This design comes from an exercise in tuning for small area on the open sky130 flow, not from production work.
No run shown here included a check of the RTL's function; only the layout flow was run.

[flow/config.mk]
export PLATFORM = sky130hd
export DESIGN_NAME = soc_top
export DESIGN_NICKNAME = soc_top
export VERILOG_FILES = /design/flow/design.v
export SDC_FILE = /design/flow/constraint.sdc
export NUM_CORES = 4
export LEC_CHECK = 0
export CAP_MARGIN = 20
export CORE_MARGIN = 2
export CORE_UTILIZATION = 40
export SLEW_MARGIN = 20
[flow/constraint.sdc]
create_clock -name core_clock -period 3.0 [get_ports {clk}]
set_input_delay 0.6000 -clock core_clock [delete_from_list [all_inputs] [get_ports {clk}]]
set_output_delay 0.6000 -clock core_clock [all_outputs]
set_load 0.01 [all_outputs]
[flow/design.v]
module fsm_engine (
    input  wire        clk,
    input  wire        rst,
    input  wire [3:0]  sensor_in,
    output reg  [2:0]  action_out
);
    typedef enum logic [1:0] {
        IDLE  = 2'b00,
        WALK  = 2'b01,
        TURN  = 2'b10,
        STOP  = 2'b11
    } state_t;
    state_t state, next_state;
    always_ff @(posedge clk or posedge rst) begin
        if (rst)
            state <= IDLE;
        else
            state <= next_state;
    end
    always_comb begin
        case (state)
            IDLE:  next_state = sensor_in[0] ? WALK : IDLE;
            WALK:  next_state = sensor_in[1] ? TURN : WALK;
            TURN:  next_state = sensor_in[2] ? STOP : TURN;
            STOP:  next_state = IDLE;
            default: next_state = IDLE;
        endcase
    end
    always_comb begin
        case (state)
            IDLE:  action_out = 3'b000;
            WALK:  action_out = 3'b001;
            TURN:  action_out = 3'b010;
            STOP:  action_out = 3'b100;
            default: action_out = 3'b000;
        endcase
    end
endmodule
module pid_controller (
    input  wire             clk,
    input  wire             rst,
    input  wire signed [15:0] ref_in,
    input  wire signed [15:0] y,
    output reg  signed [15:0] u_out
);
    reg [15:0] e, e1, e2, e3;
    wire [15:0] e_d;
    assign e_d = {ref_in[15], ref_in[14], ref_in[13], ref_in[12], ref_in[11], ref_in[10], ref_in[9], ref_in[8], ref_in[7], ref_in[6], ref_in[5], ref_in[4], ref_in[3], ref_in[2], ref_in[1], ref_in[0]} + {~y[15], ~y[14], ~y[13], ~y[12], ~y[11], ~y[10], ~y[9], ~y[8], ~y[7], ~y[6], ~y[5], ~y[4], ~y[3], ~y[2], ~y[1], ~y[0]} + 1'b1;
    wire [15:0] s1, c1;
    assign s1[0] = 1'b0 ^ 1'b1 ^ e3[0];
    assign c1[0] = (1'b0 & 1'b1) | (e3[0] & (1'b0 ^ 1'b1));
    assign s1[1] = e[0] ^ ~e2[0] ^ e3[1];
    assign c1[1] = (e[0] & ~e2[0]) | (e3[1] & (e[0] ^ ~e2[0]));
    assign s1[2] = e[1] ^ ~e2[1] ^ e3[2];
    assign c1[2] = (e[1] & ~e2[1]) | (e3[2] & (e[1] ^ ~e2[1]));
    assign s1[3] = e[2] ^ ~e2[2] ^ e3[3];
    assign c1[3] = (e[2] & ~e2[2]) | (e3[3] & (e[2] ^ ~e2[2]));
    assign s1[4] = e[3] ^ ~e2[3] ^ e3[4];
    assign c1[4] = (e[3] & ~e2[3]) | (e3[4] & (e[3] ^ ~e2[3]));
    assign s1[5] = e[4] ^ ~e2[4] ^ e3[5];
    assign c1[5] = (e[4] & ~e2[4]) | (e3[5] & (e[4] ^ ~e2[4]));
    assign s1[6] = e[5] ^ ~e2[5] ^ e3[6];
    assign c1[6] = (e[5] & ~e2[5]) | (e3[6] & (e[5] ^ ~e2[5]));
    assign s1[7] = e[6] ^ ~e2[6] ^ e3[7];
    assign c1[7] = (e[6] & ~e2[6]) | (e3[7] & (e[6] ^ ~e2[6]));
    assign s1[8] = e[7] ^ ~e2[7] ^ e3[8];
    assign c1[8] = (e[7] & ~e2[7]) | (e3[8] & (e[7] ^ ~e2[7]));
    assign s1[9] = e[8] ^ ~e2[8] ^ e3[9];
    assign c1[9] = (e[8] & ~e2[8]) | (e3[9] & (e[8] ^ ~e2[8]));
    assign s1[10] = e[9] ^ ~e2[9] ^ e3[10];
    assign c1[10] = (e[9] & ~e2[9]) | (e3[10] & (e[9] ^ ~e2[9]));
    assign s1[11] = e[10] ^ ~e2[10] ^ e3[11];
    assign c1[11] = (e[10] & ~e2[10]) | (e3[11] & (e[10] ^ ~e2[10]));
    assign s1[12] = e[11] ^ ~e2[11] ^ e3[12];
    assign c1[12] = (e[11] & ~e2[11]) | (e3[12] & (e[11] ^ ~e2[11]));
    assign s1[13] = e[12] ^ ~e2[12] ^ e3[13];
    assign c1[13] = (e[12] & ~e2[12]) | (e3[13] & (e[12] ^ ~e2[12]));
    assign s1[14] = e[13] ^ ~e2[13] ^ e3[14];
    assign c1[14] = (e[13] & ~e2[13]) | (e3[14] & (e[13] ^ ~e2[13]));
    assign s1[15] = e[14] ^ ~e2[14] ^ e3[15];
    assign c1[15] = (e[14] & ~e2[14]) | (e3[15] & (e[14] ^ ~e2[14]));
    wire [15:0] s2, c2;
    assign s2[0] = u_out[0] ^ s1[0] ^ 1'b1;
    assign c2[0] = (u_out[0] & s1[0]) | (1'b1 & (u_out[0] ^ s1[0]));
    assign s2[1] = u_out[1] ^ s1[1] ^ c1[0];
    assign c2[1] = (u_out[1] & s1[1]) | (c1[0] & (u_out[1] ^ s1[1]));
    assign s2[2] = u_out[2] ^ s1[2] ^ c1[1];
    assign c2[2] = (u_out[2] & s1[2]) | (c1[1] & (u_out[2] ^ s1[2]));
    assign s2[3] = u_out[3] ^ s1[3] ^ c1[2];
    assign c2[3] = (u_out[3] & s1[3]) | (c1[2] & (u_out[3] ^ s1[3]));
    assign s2[4] = u_out[4] ^ s1[4] ^ c1[3];
    assign c2[4] = (u_out[4] & s1[4]) | (c1[3] & (u_out[4] ^ s1[4]));
    assign s2[5] = u_out[5] ^ s1[5] ^ c1[4];
    assign c2[5] = (u_out[5] & s1[5]) | (c1[4] & (u_out[5] ^ s1[5]));
    assign s2[6] = u_out[6] ^ s1[6] ^ c1[5];
    assign c2[6] = (u_out[6] & s1[6]) | (c1[5] & (u_out[6] ^ s1[6]));
    assign s2[7] = u_out[7] ^ s1[7] ^ c1[6];
    assign c2[7] = (u_out[7] & s1[7]) | (c1[6] & (u_out[7] ^ s1[7]));
    assign s2[8] = u_out[8] ^ s1[8] ^ c1[7];
    assign c2[8] = (u_out[8] & s1[8]) | (c1[7] & (u_out[8] ^ s1[8]));
    assign s2[9] = u_out[9] ^ s1[9] ^ c1[8];
    assign c2[9] = (u_out[9] & s1[9]) | (c1[8] & (u_out[9] ^ s1[9]));
    assign s2[10] = u_out[10] ^ s1[10] ^ c1[9];
    assign c2[10] = (u_out[10] & s1[10]) | (c1[9] & (u_out[10] ^ s1[10]));
    assign s2[11] = u_out[11] ^ s1[11] ^ c1[10];
    assign c2[11] = (u_out[11] & s1[11]) | (c1[10] & (u_out[11] ^ s1[11]));
    assign s2[12] = u_out[12] ^ s1[12] ^ c1[11];
    assign c2[12] = (u_out[12] & s1[12]) | (c1[11] & (u_out[12] ^ s1[12]));
    assign s2[13] = u_out[13] ^ s1[13] ^ c1[12];
    assign c2[13] = (u_out[13] & s1[13]) | (c1[12] & (u_out[13] ^ s1[13]));
    assign s2[14] = u_out[14] ^ s1[14] ^ c1[13];
    assign c2[14] = (u_out[14] & s1[14]) | (c1[13] & (u_out[14] ^ s1[14]));
    assign s2[15] = u_out[15] ^ s1[15] ^ c1[14];
    assign c2[15] = (u_out[15] & s1[15]) | (c1[14] & (u_out[15] ^ s1[15]));
    wire [15:0] u_d;
    wire u_d_p0 = s2[0] ^ 1'b0;
    wire u_d_g0 = (s2[0] & 1'b0) | (1'b0 & u_d_p0);
    wire u_d_p1 = s2[1] ^ c2[0];
    wire u_d_g1 = s2[1] & c2[0];
    wire u_d_p2 = s2[2] ^ c2[1];
    wire u_d_g2 = s2[2] & c2[1];
    wire u_d_p3 = s2[3] ^ c2[2];
    wire u_d_g3 = s2[3] & c2[2];
    wire u_d_p4 = s2[4] ^ c2[3];
    wire u_d_g4 = s2[4] & c2[3];
    wire u_d_p5 = s2[5] ^ c2[4];
    wire u_d_g5 = s2[5] & c2[4];
    wire u_d_p6 = s2[6] ^ c2[5];
    wire u_d_g6 = s2[6] & c2[5];
    wire u_d_p7 = s2[7] ^ c2[6];
    wire u_d_g7 = s2[7] & c2[6];
    wire u_d_p8 = s2[8] ^ c2[7];
    wire u_d_g8 = s2[8] & c2[7];
    wire u_d_p9 = s2[9] ^ c2[8];
    wire u_d_g9 = s2[9] & c2[8];
    wire u_d_p10 = s2[10] ^ c2[9];
    wire u_d_g10 = s2[10] & c2[9];
    wire u_d_p11 = s2[11] ^ c2[10];
    wire u_d_g11 = s2[11] & c2[10];
    wire u_d_p12 = s2[12] ^ c2[11];
    wire u_d_g12 = s2[12] & c2[11];
    wire u_d_p13 = s2[13] ^ c2[12];
    wire u_d_g13 = s2[13] & c2[12];
    wire u_d_p14 = s2[14] ^ c2[13];
    wire u_d_g14 = s2[14] & c2[13];
    wire u_d_p15 = s2[15] ^ c2[14];
    wire u_d_g15 = s2[15] & c2[14];
    wire u_d_G0_1 = u_d_g1 | (u_d_p1 & u_d_g0);
    wire u_d_P0_1 = u_d_p1 & u_d_p0;
    wire u_d_G0_3 = u_d_g3 | (u_d_p3 & u_d_g2);
    wire u_d_P0_3 = u_d_p3 & u_d_p2;
    wire u_d_G0_5 = u_d_g5 | (u_d_p5 & u_d_g4);
    wire u_d_P0_5 = u_d_p5 & u_d_p4;
    wire u_d_G0_7 = u_d_g7 | (u_d_p7 & u_d_g6);
    wire u_d_P0_7 = u_d_p7 & u_d_p6;
    wire u_d_G0_9 = u_d_g9 | (u_d_p9 & u_d_g8);
    wire u_d_P0_9 = u_d_p9 & u_d_p8;
    wire u_d_G0_11 = u_d_g11 | (u_d_p11 & u_d_g10);
    wire u_d_P0_11 = u_d_p11 & u_d_p10;
    wire u_d_G0_13 = u_d_g13 | (u_d_p13 & u_d_g12);
    wire u_d_P0_13 = u_d_p13 & u_d_p12;
    wire u_d_G0_15 = u_d_g15 | (u_d_p15 & u_d_g14);
    wire u_d_P0_15 = u_d_p15 & u_d_p14;
    wire u_d_G1_3 = u_d_G0_3 | (u_d_P0_3 & u_d_G0_1);
    wire u_d_P1_3 = u_d_P0_3 & u_d_P0_1;
    wire u_d_G1_7 = u_d_G0_7 | (u_d_P0_7 & u_d_G0_5);
    wire u_d_P1_7 = u_d_P0_7 & u_d_P0_5;
    wire u_d_G1_11 = u_d_G0_11 | (u_d_P0_11 & u_d_G0_9);
    wire u_d_P1_11 = u_d_P0_11 & u_d_P0_9;
    wire u_d_G1_15 = u_d_G0_15 | (u_d_P0_15 & u_d_G0_13);
    wire u_d_P1_15 = u_d_P0_15 & u_d_P0_13;
    wire u_d_G2_7 = u_d_G1_7 | (u_d_P1_7 & u_d_G1_3);
    wire u_d_P2_7 = u_d_P1_7 & u_d_P1_3;
    wire u_d_G2_15 = u_d_G1_15 | (u_d_P1_15 & u_d_G1_11);
    wire u_d_P2_15 = u_d_P1_15 & u_d_P1_11;
    wire u_d_G3_15 = u_d_G2_15 | (u_d_P2_15 & u_d_G2_7);
    wire u_d_P3_15 = u_d_P2_15 & u_d_P2_7;
    wire u_d_G4_11 = u_d_G1_11 | (u_d_P1_11 & u_d_G2_7);
    wire u_d_P4_11 = u_d_P1_11 & u_d_P2_7;
    wire u_d_G5_5 = u_d_G0_5 | (u_d_P0_5 & u_d_G1_3);
    wire u_d_P5_5 = u_d_P0_5 & u_d_P1_3;
    wire u_d_G5_9 = u_d_G0_9 | (u_d_P0_9 & u_d_G2_7);
    wire u_d_P5_9 = u_d_P0_9 & u_d_P2_7;
    wire u_d_G5_13 = u_d_G0_13 | (u_d_P0_13 & u_d_G4_11);
    wire u_d_P5_13 = u_d_P0_13 & u_d_P4_11;
    wire u_d_G6_2 = u_d_g2 | (u_d_p2 & u_d_G0_1);
    wire u_d_P6_2 = u_d_p2 & u_d_P0_1;
    wire u_d_G6_4 = u_d_g4 | (u_d_p4 & u_d_G1_3);
    wire u_d_P6_4 = u_d_p4 & u_d_P1_3;
    wire u_d_G6_6 = u_d_g6 | (u_d_p6 & u_d_G5_5);
    wire u_d_P6_6 = u_d_p6 & u_d_P5_5;
    wire u_d_G6_8 = u_d_g8 | (u_d_p8 & u_d_G2_7);
    wire u_d_P6_8 = u_d_p8 & u_d_P2_7;
    wire u_d_G6_10 = u_d_g10 | (u_d_p10 & u_d_G5_9);
    wire u_d_P6_10 = u_d_p10 & u_d_P5_9;
    wire u_d_G6_12 = u_d_g12 | (u_d_p12 & u_d_G4_11);
    wire u_d_P6_12 = u_d_p12 & u_d_P4_11;
    wire u_d_G6_14 = u_d_g14 | (u_d_p14 & u_d_G5_13);
    wire u_d_P6_14 = u_d_p14 & u_d_P5_13;
    assign u_d[0] = u_d_p0 ^ 1'b0;
    assign u_d[1] = u_d_p1 ^ u_d_g0;
    assign u_d[2] = u_d_p2 ^ u_d_G0_1;
    assign u_d[3] = u_d_p3 ^ u_d_G6_2;
    assign u_d[4] = u_d_p4 ^ u_d_G1_3;
    assign u_d[5] = u_d_p5 ^ u_d_G6_4;
    assign u_d[6] = u_d_p6 ^ u_d_G5_5;
    assign u_d[7] = u_d_p7 ^ u_d_G6_6;
    assign u_d[8] = u_d_p8 ^ u_d_G2_7;
    assign u_d[9] = u_d_p9 ^ u_d_G6_8;
    assign u_d[10] = u_d_p10 ^ u_d_G5_9;
    assign u_d[11] = u_d_p11 ^ u_d_G6_10;
    assign u_d[12] = u_d_p12 ^ u_d_G4_11;
    assign u_d[13] = u_d_p13 ^ u_d_G6_12;
    assign u_d[14] = u_d_p14 ^ u_d_G5_13;
    assign u_d[15] = u_d_p15 ^ u_d_G6_14;
    always @(posedge clk or posedge rst) begin
        if (rst) begin
            e     <= 16'd0;
            e1    <= 16'd0;
            e2    <= 16'd0;
            e3    <= 16'd0;
            u_out <= 16'sd0;
        end else begin
            e     <= e_d;
            e1    <= e;
            e2    <= e1;
            e3    <= e2;
            u_out <= u_d;
        end
    end
endmodule
module soc_top (
    input  wire        clk,
    input  wire        rst,
    input  wire [3:0]  sensor_in,
    input  wire [15:0] y_feedback,
    output wire [15:0] actuator_out
);
    wire [2:0] action_out;
    wire [15:0] ref_val;
    fsm_engine fsm_inst (
        .clk(clk),
        .rst(rst),
        .sensor_in(sensor_in),
        .action_out(action_out)
    );
    assign ref_val = (action_out == 3'b001) ? 16'd1000 :    
                 (action_out == 3'b010) ? -16'd500 :    
                 16'd0;                                 
    pid_controller pid_inst (
        .clk(clk),
        .rst(rst),
        .ref_in(ref_val),
        .y(y_feedback),
        .u_out(actuator_out)
    );
endmodule
[flow/run.sh]
#!/bin/bash
# synth_recipe.tcl (not shown) runs the flow's synth.tcl, then flattens the netlist and writes it again
# the make line also repeats each setting of config.mk as NAME=value (left out here)
make -C /OpenROAD-flow-scripts/flow DESIGN_CONFIG=/design/flow/config.mk WORK_HOME=/design/flow/orfs CLKGATE_MAP_FILE= SYNTH_SCRIPT=/design/flow/synth_recipe.tcl finish
==> flow_metrics.py, run 1 <==
metrics = {
    "timing": {
        "setup_ws_ns": -0.317,
        "setup_viol": 4,
        "hold_violations": 0,
        "hold_slack_ns": 0.340,
        "relSlewSlack_pct": 64.7,
        "clock_skew_ns": 0.00877,
        "worst_pin_slew_ns": 0.528,
        "report.final.slew_viol_count": 0,
        "fmax_mhz": 301,
        "finalCriticalPeriod_ns": 3.32,
        "post-route-period-util_pct": 111,
        "rsz0062_at_grt": "true",
    },
    "global_routing": {
        "grt_util_met2_pct": 19.2,
        "grtUsageMet1_pct": 17.2,
        "grt-ovfl-total": 0,
        "grt.busiest_layer": "met2",
        "antenna_found_initial": 0,
        "grt_max_degree": 56,
        "grt_pass1_vias": 2530,
        "grt_pass1_wl_um": 11100,
        "grt_util_met3_pct": 2.80,
        "track_usage_pct": 12.6,
    },
    "finish": {
        "finalCoreUtilization_pct": 50.8,
        "num-fill-cells": 926,
        "area_delta_synth_final_pct": 23.6,
        "layout-drive-gt1-share_pct": 13.2,
        "final_common_cell": "inv_1",
        "finalNetCount": 501,
        "final_cell_mix": "89 x inv_1, 82 x dfrtp_1, 36 x clkdlybuf4s50_1",
        "insertedDiodeCount": 0,
    },
    "synth": {
        "synth_top_area_cell": "dfrtp_1",
        "yosysTopAreaCellShare_pct": 48.5,
        "syn_inst": 348,
        "yosys_register_bits": 82,
        "netlist_top_cells_area": "dfrtp_1 49%, fa_1 17%, ha_1 9.5%, inv_1 8.1%, xnor2_1 2.7%",
        "synthesis.area_mm2": 0.00423,
        "synth_edf_count": 0,
        "ys_types": 38,
        "synth-main-ff-cell": "dfrtp_1",
        "syn_nets": 437,
        "ys_async_sr_fraction_pct": 100,
        "avgSynthCellArea_um2": 12.1,
        "synth-seq-area-share_pct": 48.5,
        "yosys_warnings": 2,
    },
    "place": {
        "port_buffers": 36,
        "place_ws_ns": -0.497,
        "dpl.hpwl_um": 4860,
        "gp_congestion": 0.793,
    },
    "clocking": {
        "clkSlewWorstSetupHoldPaths_ns": 0.09,
        "cts_tree": "built",
        "clockBufferDepth": 2,
        "numCtsBuffers": 9,
        "holdBufCountCts": 0,
        "cts_root_buf": "clkbuf_8",
        "ctsHtreeMaxLevel": 3,
        "clock_latency_ns": 0.34,
        "clkSinkCount": 82,
    },
    "floorplan": {
        "die_w_um": 107,
        "coreArea_mm2": 0.0103,
        "ios": 38,
        "core.rowCount": 37,
        "start_util_pct": 41.1,
        "die-area_mm2": 0.0114,
        "chipHeight_um": 107,
    },
    "run_status": {
        "status": "complete, but fails checks",
        "violations": "negative setup slack",
    },
    "critical_path": {
        "endpoint_kind": "flop",
        "r2r_setup_slack_ns": -0.32,
        "cp-startpoint": "pid_inst.e2[1]",
        "crit_required_ns": 3.23,
        "path_max_fanout": 2,
        "r2r_start": "pid_inst.e2[1]",
        "arrival_ns": 3.55,
        "startpoint_type": "flop",
        "worst-setup-path-type": "flop to flop",
    },
    "detailed_routing": {
        "routed_wl_um": 6440,
        "vias": 2477,
        "drc": 0,
        "antenna_left": 0,
        "routed_via_density": 4.48,
        "routedWlPerCell_um": 11.6,
        "drt_pass1_iterations": 4,
        "first_iter_violations": 62,
    },
    "worst_hold_path": {
        "hp-class": "flop to flop",
        "min_from": "pid_inst.e1[11]",
    },
    "job": {
        "drv_cap": 0,
    },
}
[final cells by class]
cell class	count	area, um2	share of cell area, %
sequential	82	2050	39.3
multi-input combinational	174	1960	37.5
timing repair buffer	54	508	9.72
inverter	91	343	6.56
tap	136	170	3.26
clock buffer	10	128	2.44
clock inverter	6	66.3	1.27
[worst max-delay path, cell delays in order, from the launching register on]
cell	delay [ns]
dfrtp_1	0.40
fa_1	0.50
inv_1	0.05
fa_1	0.53
ha_4	0.22
a211oi_4	0.23
o31ai_1	0.10
a31oi_2	0.21
o21ai_2	0.10
a31o_2	0.24
fa_2	0.35
xnor2_2	0.14
xnor2_1	0.12
[metal layers]
metal  wire, um  share of wire [%]
met5          0                  0
met3        188                2.9
met2       3040                 47
met1       3100                 48
met4        111                1.7
[synthesized netlist by cell type, types with 2 or more instances]
master / number
o21ai_0: 8
a31oi_1: 4
or4_1: 2
nand3_1: 3
inv_1: 91
a21o_2: 2
xor2_1: 12
nor2_1: 8
a21oi_1: 13
a21o_1: 5
nand4_1: 2
nand2_1: 5
o211ai_1: 4
o21bai_1: 2
ha_1: 32
nor3_1: 2
xnor2_1: 13
o21a_1: 4
fa_1: 35
dfrtp_1: 82
and3_1: 2
[stage by stage]
stage	area, um2	std cells	TNS, ns
after floorplan	4250	348	-0.329
after global placement	4880	532	-1.12
after detailed placement	4880	532	-1.29
after CTS	5170	551	-0.671
after global routing	5220	553	-1.25
final	5220	553	-0.668
[worst paths after layout]
kind	to	cells past startpoint
setup / recovery	pid_inst.u_out[15]	12
hold / removal	pid_inst.e2[11]	0
hold reg to reg	pid_inst.e2[11]	0
setup reg to reg	pid_inst.u_out[15]	12
max in group asynchronous	pid_inst.e1[11]	3
min in group asynchronous	pid_inst.e3[14]	2
[sequential cells by signal (all words and copies together), names as in the netlist, named ones only]
register / count
fsm_inst.state: 1
pid_inst.e: 16
pid_inst.e1: 16
pid_inst.e2: 16
pid_inst.e3: 16
pid_inst.u_out: 16
[cell families after synthesis]
group           Yosys count  synth area share [%]
compound gates           50                  7.75
xor+xnor                 25                  5.18
fa+ha+maj                67                  26.0
buf+inv                  92                  8.20
flops                    82                  48.5
mux                       1                 0.237
simple gates             31                  4.05
[repair_timing]
| item | 4_1_cts | 5_1_grt |
|---|---|---|
| endpoints found under the setup margin | 6 | 8 |
| endpoints found under the hold margin | 0 | 0 |
| gates resized for setup | 12 | 5 |
| setup buffers | 3 | 2 |
| pin swaps | 5 | 6 |
==> inputs of run 2 (changes only) <==
--- a/flow/design.v
+++ b/flow/design.v
@@ -161,58 +161,70 @@
     wire u_d_P0_13 = u_d_p13 & u_d_p12;
     wire u_d_G0_15 = u_d_g15 | (u_d_p15 & u_d_g14);
     wire u_d_P0_15 = u_d_p15 & u_d_p14;
+    wire u_d_G1_2 = u_d_g2 | (u_d_p2 & u_d_G0_1);
+    wire u_d_P1_2 = u_d_p2 & u_d_P0_1;
     wire u_d_G1_3 = u_d_G0_3 | (u_d_P0_3 & u_d_G0_1);
     wire u_d_P1_3 = u_d_P0_3 & u_d_P0_1;
+    wire u_d_G1_6 = u_d_g6 | (u_d_p6 & u_d_G0_5);
+    wire u_d_P1_6 = u_d_p6 & u_d_P0_5;
     wire u_d_G1_7 = u_d_G0_7 | (u_d_P0_7 & u_d_G0_5);
     wire u_d_P1_7 = u_d_P0_7 & u_d_P0_5;
+    wire u_d_G1_10 = u_d_g10 | (u_d_p10 & u_d_G0_9);
+    wire u_d_P1_10 = u_d_p10 & u_d_P0_9;
     wire u_d_G1_11 = u_d_G0_11 | (u_d_P0_11 & u_d_G0_9);
     wire u_d_P1_11 = u_d_P0_11 & u_d_P0_9;
+    wire u_d_G1_14 = u_d_g14 | (u_d_p14 & u_d_G0_13);
+    wire u_d_P1_14 = u_d_p14 & u_d_P0_13;
     wire u_d_G1_15 = u_d_G0_15 | (u_d_P0_15 & u_d_G0_13);
     wire u_d_P1_15 = u_d_P0_15 & u_d_P0_13;
+    wire u_d_G2_4 = u_d_g4 | (u_d_p4 & u_d_G1_3);
+    wire u_d_P2_4 = u_d_p4 & u_d_P1_3;
+    wire u_d_G2_5 = u_d_G0_5 | (u_d_P0_5 & u_d_G1_3);
+    wire u_d_P2_5 = u_d_P0_5 & u_d_P1_3;
+    wire u_d_G2_6 = u_d_G1_6 | (u_d_P1_6 & u_d_G1_3);
+    wire u_d_P2_6 = u_d_P1_6 & u_d_P1_3;
     wire u_d_G2_7 = u_d_G1_7 | (u_d_P1_7 & u_d_G1_3);
     wire u_d_P2_7 = u_d_P1_7 & u_d_P1_3;
+    wire u_d_G2_12 = u_d_g12 | (u_d_p12 & u_d_G1_11);
+    wire u_d_P2_12 = u_d_p12 & u_d_P1_11;
+    wire u_d_G2_13 = u_d_G0_13 | (u_d_P0_13 & u_d_G1_11);
+    wire u_d_P2_13 = u_d_P0_13 & u_d_P1_11;
+    wire u_d_G2_14 = u_d_G1_14 | (u_d_P1_14 & u_d_G1_11);
+    wire u_d_P2_14 = u_d_P1_14 & u_d_P1_11;
     wire u_d_G2_15 = u_d_G1_15 | (u_d_P1_15 & u_d_G1_11);
     wire u_d_P2_15 = u_d_P1_15 & u_d_P1_11;
+    wire u_d_G3_8 = u_d_g8 | (u_d_p8 & u_d_G2_7);
+    wire u_d_P3_8 = u_d_p8 & u_d_P2_7;
+    wire u_d_G3_9 = u_d_G0_9 | (u_d_P0_9 & u_d_G2_7);
+    wire u_d_P3_9 = u_d_P0_9 & u_d_P2_7;
+    wire u_d_G3_10 = u_d_G1_10 | (u_d_P1_10 & u_d_G2_7);
+    wire u_d_P3_10 = u_d_P1_10 & u_d_P2_7;
+    wire u_d_G3_11 = u_d_G1_11 | (u_d_P1_11 & u_d_G2_7);
+    wire u_d_P3_11 = u_d_P1_11 & u_d_P2_7;
+    wire u_d_G3_12 = u_d_G2_12 | (u_d_P2_12 & u_d_G2_7);
+    wire u_d_P3_12 = u_d_P2_12 & u_d_P2_7;
+    wire u_d_G3_13 = u_d_G2_13 | (u_d_P2_13 & u_d_G2_7);
+    wire u_d_P3_13 = u_d_P2_13 & u_d_P2_7;
+    wire u_d_G3_14 = u_d_G2_14 | (u_d_P2_14 & u_d_G2_7);
+    wire u_d_P3_14 = u_d_P2_14 & u_d_P2_7;
     wire u_d_G3_15 = u_d_G2_15 | (u_d_P2_15 & u_d_G2_7);
     wire u_d_P3_15 = u_d_P2_15 & u_d_P2_7;
-    wire u_d_G4_11 = u_d_G1_11 | (u_d_P1_11 & u_d_G2_7);
-    wire u_d_P4_11 = u_d_P1_11 & u_d_P2_7;
-    wire u_d_G5_5 = u_d_G0_5 | (u_d_P0_5 & u_d_G1_3);
-    wire u_d_P5_5 = u_d_P0_5 & u_d_P1_3;
-    wire u_d_G5_9 = u_d_G0_9 | (u_d_P0_9 & u_d_G2_7);
-    wire u_d_P5_9 = u_d_P0_9 & u_d_P2_7;
-    wire u_d_G5_13 = u_d_G0_13 | (u_d_P0_13 & u_d_G4_11);
-    wire u_d_P5_13 = u_d_P0_13 & u_d_P4_11;
-    wire u_d_G6_2 = u_d_g2 | (u_d_p2 & u_d_G0_1);
-    wire u_d_P6_2 = u_d_p2 & u_d_P0_1;
-    wire u_d_G6_4 = u_d_g4 | (u_d_p4 & u_d_G1_3);
-    wire u_d_P6_4 = u_d_p4 & u_d_P1_3;
-    wire u_d_G6_6 = u_d_g6 | (u_d_p6 & u_d_G5_5);
-    wire u_d_P6_6 = u_d_p6 & u_d_P5_5;
-    wire u_d_G6_8 = u_d_g8 | (u_d_p8 & u_d_G2_7);
-    wire u_d_P6_8 = u_d_p8 & u_d_P2_7;
-    wire u_d_G6_10 = u_d_g10 | (u_d_p10 & u_d_G5_9);
-    wire u_d_P6_10 = u_d_p10 & u_d_P5_9;
-    wire u_d_G6_12 = u_d_g12 | (u_d_p12 & u_d_G4_11);
-    wire u_d_P6_12 = u_d_p12 & u_d_P4_11;
-    wire u_d_G6_14 = u_d_g14 | (u_d_p14 & u_d_G5_13);
-    wire u_d_P6_14 = u_d_p14 & u_d_P5_13;
     assign u_d[0] = u_d_p0 ^ 1'b0;
     assign u_d[1] = u_d_p1 ^ u_d_g0;
     assign u_d[2] = u_d_p2 ^ u_d_G0_1;
-    assign u_d[3] = u_d_p3 ^ u_d_G6_2;
+    assign u_d[3] = u_d_p3 ^ u_d_G1_2;
     assign u_d[4] = u_d_p4 ^ u_d_G1_3;
-    assign u_d[5] = u_d_p5 ^ u_d_G6_4;
-    assign u_d[6] = u_d_p6 ^ u_d_G5_5;
-    assign u_d[7] = u_d_p7 ^ u_d_G6_6;
+    assign u_d[5] = u_d_p5 ^ u_d_G2_4;
+    assign u_d[6] = u_d_p6 ^ u_d_G2_5;
+    assign u_d[7] = u_d_p7 ^ u_d_G2_6;
     assign u_d[8] = u_d_p8 ^ u_d_G2_7;
-    assign u_d[9] = u_d_p9 ^ u_d_G6_8;
-    assign u_d[10] = u_d_p10 ^ u_d_G5_9;
-    assign u_d[11] = u_d_p11 ^ u_d_G6_10;
-    assign u_d[12] = u_d_p12 ^ u_d_G4_11;
-    assign u_d[13] = u_d_p13 ^ u_d_G6_12;
-    assign u_d[14] = u_d_p14 ^ u_d_G5_13;
-    assign u_d[15] = u_d_p15 ^ u_d_G6_14;
+    assign u_d[9] = u_d_p9 ^ u_d_G3_8;
+    assign u_d[10] = u_d_p10 ^ u_d_G3_9;
+    assign u_d[11] = u_d_p11 ^ u_d_G3_10;
+    assign u_d[12] = u_d_p12 ^ u_d_G3_11;
+    assign u_d[13] = u_d_p13 ^ u_d_G3_12;
+    assign u_d[14] = u_d_p14 ^ u_d_G3_13;
+    assign u_d[15] = u_d_p15 ^ u_d_G3_14;
     always @(posedge clk or posedge rst) begin
         if (rst) begin
             e     <= 16'd0;
==> flow/flow/run.sh (new file) <==
#!/bin/bash
# Own layout flow: the standard layout (standard.sh, unchanged synthesis)
# with two changes: the port buffers are sky130_fd_sc_hd__buf_1 instead of
# the cell buffer_ports picks by default, and CTS runs without dummy loads.
set -euo pipefail
CTS="-sink_clustering_enable -repair_clock_nets -dont_use_dummy_load"
bash standard.sh "BUFFER_PORTS_ARGS=-buffer_cell sky130_fd_sc_hd__buf_1" "CTS_ARGS=$CTS" finish > make_finish.log 2>&1
==> flow/standard.sh (new file) <==
#!/bin/bash
# synth_recipe.tcl (not shown) runs the flow's synth.tcl, then flattens the netlist and writes it again
# the make line also repeats each setting of config.mk as NAME=value (left out here)
make -C /OpenROAD-flow-scripts/flow DESIGN_CONFIG=/design/flow/config.mk WORK_HOME=/design/flow/orfs CLKGATE_MAP_FILE= SYNTH_SCRIPT=/design/flow/synth_recipe.tcl "${@:-finish}"
removed: flow/run.sh
==> run 2 against run 1 <==
Net effect: the layout still fails its checks (negative setup slack); cell area shrank 7.0%; sequential share of layout area grew 3.0 points; hold slack lost 0.059 ns; cell count shrank 1.6%; fmax grew 9.6%; first-iteration DRC count grew 8.1%; utilization shrank 3.6 points; critical path type unchanged.
==> flow_metrics.py, run 2 <==
metrics = {
    "run_status": {
        "status": "complete, but fails checks",
        "violations": "negative setup slack",
    },
    "clocking": {
        "ctsHtreeMaxLevel": 3,
        "clkSinkCount": 82,
        "numCtsBuffers": 9,
        "clock_latency_ns": 0.35,
        "cts_tree": "built",
        "cts_root_buf": "clkbuf_8",
        "clkSlewWorstSetupHoldPaths_ns": 0.08,
        "holdBufCountCts": 0,
        "clockBufferDepth": 2,
    },
    "critical_path": {
        "startpoint_type": "flop",
        "endpoint_kind": "flop",
        "crit_required_ns": 3.29,
        "arrival_ns": 3.31,
        "path_max_fanout": 2,
        "worst-setup-path-type": "flop to flop",
    },
    "timing": {
        "fmax_mhz": 330,
        "clock_skew_ns": 0.0213,
        "finalSetupTns_ns": -0.0269,
        "relSlewSlack_pct": 69.4,
        "hold_slack_ns": 0.281,
        "hold_violations": 0,
        "setup_viol": 1,
        "setup_ws_ns": -0.0269,
        "worst_pin_slew_ns": 0.458,
        "rsz0062_at_grt": "true",
        "report.final.slew_viol_count": 0,
        "finalCriticalPeriod_ns": 3.03,
        "post-route-period-util_pct": 101,
    },
    "finish": {
        "layout-drive-gt1-share_pct": 10.8,
        "final_common_cell": "inv_1",
        "insertedDiodeCount": 0,
        "final_cell_mix": "85 x inv_1, 82 x dfrtp_1, 36 x buf_1",
        "num-fill-cells": 954,
        "fin_area_mm2": 0.00486,
        "finalNetCount": 496,
        "area_delta_synth_final_pct": 15.0,
    },
    "synth": {
        "ys_types": 41,
        "ys_async_sr_fraction_pct": 100,
        "syn_inst": 353,
        "avgSynthCellArea_um2": 12.0,
        "synth-main-ff-cell": "dfrtp_1",
        "synth_edf_count": 0,
        "yosysTopAreaCellShare_pct": 48.6,
        "synth-seq-area-share_pct": 48.6,
        "yosys_warnings": 2,
        "synthesis.area_mm2": 0.00423,
        "synth_top_area_cell": "dfrtp_1",
        "synth_most_common_cell": "inv_1",
        "netlist_top_cells_area": "dfrtp_1 49%, fa_1 15%, ha_1 9.8%, inv_1 8.0%, xnor2_1 3.3%",
        "synth_common_cells": "90 x inv_1, 82 x dfrtp_1, 33 x ha_1",
        "syn_nets": 439,
        "yosys_register_bits": 82,
    },
    "detailed_routing": {
        "first_iter_violations": 67,
        "drc": 0,
        "vias": 2480,
        "routed_via_density": 4.56,
        "drt_pass1_iterations": 4,
        "routedWlPerCell_um": 12.7,
        "routed_wl_um": 6910,
        "antenna_left": 0,
    },
    "place": {
        "port_buffers": 36,
        "dpl.hpwl_um": 5190,
        "place_ws_ns": -0.213,
        "post_dp_cell_area_mm2": 0.00460,
        "gp_congestion": 0.851,
    },
    "floorplan": {
        "die-area_mm2": 0.0114,
        "chipHeight_um": 107,
        "ios": 38,
        "die_w_um": 107,
        "start_util_pct": 41.1,
        "coreArea_mm2": 0.0103,
        "core.rowCount": 37,
    },
    "job": {
        "drv_cap": 0,
    },
    "global_routing": {
        "grt_pass1_vias": 2658,
        "track_usage_pct": 13.8,
        "grt_max_degree": 83,
        "antenna_found_initial": 0,
        "grt_pass1_wl_um": 12100,
        "grt-ovfl-total": 0,
    },
    "worst_hold_path": {
        "hp-class": "input port to asynchronous set/reset pin",
    },
}
[run 2: through the flow]
| stage | utilization, % | cells |
|---|---|---|
| floorplan | - | 353 |
| global placement | 44.7 | 532 |
| detailed placement | 44.7 | 532 |
| CTS | 46.7 | 544 |
| global route | 47.3 | 544 |
| finish | 47.3 | 544 |
[run 2: per-layer routing]
layer,up-vias,wire length (um),GRT usage [%]
li1,1216,-,-
met1,1206,3020,17.6
met4,0,113,4.64
met3,12,247,3.71
met2,46,3530,23.1
met5,-,0,0
[run 2: path summary, 6_finish.rpt]
| path | start | slack [ns] | depth (start not counted) | endpoint |
|---|---|---|---|---|
| min in group core_clock | pid_inst.e1[1] | 0.35 | 0 | pid_inst.e2[1] |
| worst min register to register | pid_inst.e1[1] | 0.35 | 0 | pid_inst.e2[1] |
| worst min-delay path | rst | 0.28 | 3 | pid_inst.u_out[0] |
| worst max-delay path | pid_inst.e3[2] | -0.03 | 12 | pid_inst.u_out[8] |
| max in group asynchronous | rst | 2.31 | 3 | pid_inst.e[3] |
| worst max register to register | pid_inst.e3[2] | -0.03 | 12 | pid_inst.u_out[8] |
[run 2: worst max-delay path: stages (launching register included)]
cell and delay, ns:
dfrtp_1 0.35, inv_2 0.04, fa_1 0.54, inv_2 0.04, fa_2 0.57, ha_4 0.21, a211oi_4 0.26, o21ai_2 0.12
a21oi_2 0.18, nor2b_1 0.06, nor2_1 0.11, fa_1 0.42, inv_1 0.06
[run 2: layout make-up]
class / count / area [um2] / share of cell area, %
Clock buffer: 9 / 124 / 2.55
Inverter: 90 / 339 / 6.98
Sequential cell: 82 / 2050 / 42.2
Tap cell: 136 / 170 / 3.50
Timing Repair Buffer: 46 / 223 / 4.59
Multi-Input combinational cell: 181 / 1950 / 40.1
[run 2: logic make-up after synthesis]
| group | count (synthesis) | synth area share [%] |
|---|---|---|
| buf+inv | 90 | 8.00 |
| flops | 82 | 48.6 |
| fa+ha+maj | 64 | 24.5 |
| compound gates | 56 | 8.88 |
| simple gates | 34 | 4.18 |
| xor+xnor | 27 | 5.92 |
[run 2: repair_timing]
item                                    4_1_cts  5_1_grt
endpoints found under the setup margin        7        6
pin swaps                                     7        7
setup buffers                                 3        0
hold endpoints to repair                      0        0
gates cloned                                  0        0
gates resized for setup                       9       13

what the ideal ports hide:
The results above use ideal ports. As a check the final layouts listed here were re-extracted and re-timed, cells and wires unchanged. Step 1 sets driving cells, clkbuf_16 on the clock port and buf_2 on the other inputs (assumed; they add their load-dependent delay and slew). Step 2 times the ports against the registers' clock, not the clock port: input delays grow and output delays shrink by t, the midpoint of the rising clock arrivals with the driver on. a / b / c = ideal ports / drivers / drivers and shift; a / b = the first two.
run | t, ns | slack for setup (ns) | hold slack, ns | worst setup path after step 2 | latest minus earliest clock arrival (ns)
run 1 | 0.371 | -0.317 / -0.317 / -0.317 | 0.340 / 0.340 / 0.340 | register to register | 0.011 / 0.012
run 2 | 0.364 | -0.027 / -0.027 / -0.027 | 0.281 / 0.272 / 0.345 | register to register | 0.021 / 0.021
